Source: an optimization exercise on an open RTL-to-GDS flow (aim: small area). Production flows keep margins and buffers that such runs may drop. In this exercise RTL edits were held to simulation tests only and were not proved equivalent to the original. No activity file was given, so power comes from the tool's default toggle rates.

Setup of before:
==> module cmd_parser, before the edit <==
module cmd_parser(
    input clk,
    input reset,
    input rxd,
    input smp,
    input [2:0] pos,
    input in_data,
    input done,
    input cnt6,
    output reg wv,       
    output wen,
    output reg [5:0] addr,
    output reg [7:0] data,
    output start
    );
    localparam CMD_R = 3'd0, CMD_W = 3'd1, ADDR_R = 3'd2, ADDR_W = 3'd3, DATA = 3'd5, RWAIT = 3'd4, RDW = 3'd6;
    reg [2:0] state;
    wire last = smp && pos == 3'd7;
    always @(posedge clk) begin
        if (!reset) begin
            state <= CMD_R;
            wv <= 1'b0;
        end else begin
            case (state)
                CMD_R, CMD_W: if (last) state <= rxd ? ADDR_W : ADDR_R;
                ADDR_W: if (last) state <= DATA;
                ADDR_R: if (last) state <= RWAIT;
                RWAIT: if (done) state <= RDW;
                DATA: if (last) begin state <= CMD_W; wv <= 1'b1; end
                RDW: if (cnt6) state <= CMD_R;
                default: state <= CMD_R;
            endcase
        end
    end
    always @(posedge clk)
        if ((state == ADDR_R || state == ADDR_W) && smp && !(pos[2] && pos[1]))
            addr <= {rxd, addr[5:1]};
    always @(posedge clk)
        if (state == DATA && smp)
            data <= {rxd, data[7:1]};
    assign wen = state == CMD_W || (state == ADDR_W && !in_data);
    assign start = (state == RDW) && cnt6;
endmodule
export LEC_CHECK = 0
export CAP_MARGIN = 20
export CORE_MARGIN = 2
export CORE_UTILIZATION = 40
export CTS_BUF_LIST = sky130_fd_sc_hd__clkbuf_8
export CTS_CLUSTER_DIAMETER = 60
export CTS_CLUSTER_SIZE = 18
export PLACE_DENSITY = 0.6
export SLEW_MARGIN = 20
create_clock -name core_clock -period 10.0 [get_ports {clk}]
standard.sh (not shown) runs the stock make flow with config.mk's settings and CLKGATE_MAP_FILE= SYNTH_SCRIPT=/design/flow/synth_recipe.tcl, a recipe that flattens the netlist after the stock synthesis.
==> flow/flow/run.sh <==
#!/bin/bash
# The standard layout (standard.sh), with two changes: clock tree synthesis
# without dummy load cells, and plain buf_1 cells as the port buffers.
# make's full output goes to standard.log; each tool's log is under orfs/logs.
set -euo pipefail
export CTS_ARGS="-sink_clustering_enable -repair_clock_nets -dont_use_dummy_load -buf_list sky130_fd_sc_hd__clkbuf_8 -sink_clustering_size 22 -sink_clustering_max_diameter 60"
export BUFFER_PORTS_ARGS="-buffer_cell sky130_fd_sc_hd__buf_1"
bash standard.sh > standard.log 2>&1
Input changes introduced in after (baseline for comparison: before):
-- flow/design.v --
<<< before, line 105
    output start
    );
    localparam CMD_R = 3'd0, CMD_W = 3'd1, ADDR_R = 3'd2, ADDR_W = 3'd3, DATA = 3'd5, RWAIT = 3'd4, RDW = 3'd6;
    reg [2:0] state;
    wire last = smp && pos == 3'd7;
    always @(posedge clk) begin
        if (!reset) begin
            state <= CMD_R;
            wv <= 1'b0;
        end else begin
            case (state)
                CMD_R, CMD_W: if (last) state <= rxd ? ADDR_W : ADDR_R;
                ADDR_W: if (last) state <= DATA;
                ADDR_R: if (last) state <= RWAIT;
                RWAIT: if (done) state <= RDW;
                DATA: if (last) begin state <= CMD_W; wv <= 1'b1; end
                RDW: if (cnt6) state <= CMD_R;
                default: state <= CMD_R;
            endcase
        end
    end
    always @(posedge clk)
        if ((state == ADDR_R || state == ADDR_W) && smp && !(pos[2] && pos[1]))
            addr <= {rxd, addr[5:1]};
    always @(posedge clk)
        if (state == DATA && smp)
            data <= {rxd, data[7:1]};
    assign wen = state == CMD_W || (state == ADDR_W && !in_data);
    assign start = (state == RDW) && cnt6;
endmodule
module register_file(
>>> after, line 105
    output start
    );
    reg w;
    reg [1:0] phase;
    wire last = smp && pos == 3'd7;
    always @(posedge clk) begin
        if (!reset) begin
            w <= 1'b0;
            phase <= 2'd0;
            wv <= 1'b0;
        end else begin
            case (phase)
                2'd0: if (last) begin phase <= 2'd1; w <= rxd; end
                2'd1: if (last) phase <= 2'd2;
                2'd2: if (last) begin phase <= 2'd0; wv <= 1'b1; end
                      else if (done && !w) phase <= 2'd3;
                2'd3: if (cnt6) phase <= 2'd0;
            endcase
        end
    end
    always @(posedge clk)
        if (phase == 2'd1 && smp && !(pos[2] && pos[1]))
            addr <= {rxd, addr[5:1]};
    always @(posedge clk)
        if (phase == 2'd2 && smp)
            data <= {rxd, data[7:1]};
    assign wen = w && !in_data;
    assign start = (phase == 2'd3) && cnt6;
endmodule
module register_file(
In the reports for after and before, the larger sequential share of layout area belongs to after. For post-synthesis to final-layout area growth, after and before come out practically identical. The total power draw on before is in line with that on after. after vs before, maximum cell stage delay along the critical path went down by 0.09 ns. after -> before: flip-flop and latch area delta 0, exact match. Max die area across after and before: before. before → after: first-iteration DRC count decreased 33; cell area has decreased. In after the cell area after synthesis turned out 46 um2 lower than in before. Of after and before, after shows the higher hold slack, with before below it. The horizontal die dimension was comparable across after and before. Reported for after and before, remaining design rule violation count turned out identical to the last digit. Relative to before, leakage power summed over all cells has decreased by about 0.7% in after. Compare after and before | wire length lower: after.

## separate check: timing with driven ports
The flow's constraints put no driver on any port. The routed layouts listed below were extracted and timed again, unchanged, in two steps.
Step 1 assumes that a clkbuf_16 drives the clock port and a buf_2 every other input.
Step 2 times the ports against the registers' clock, not the clock port: input delays grow and output delays shrink by t, the midpoint of the rising clock arrivals with the driver on.
a / b / c = ideal / step 1 / step 2; a / b = the first two.
| run | t (ns) | setup WS [ns] | worst setup path after step 2 | worst register clock-pin slew, ns |
|---|---|---|---|---|
| before | 0.598 | 6.022 / 5.982 / 6.579 | register to output | 0.12 / 0.12 |
| after | 0.625 | 6.069 / 6.028 / 6.653 | register to output | 0.12 / 0.12 |
After both steps setup and hold are still met in every run listed.
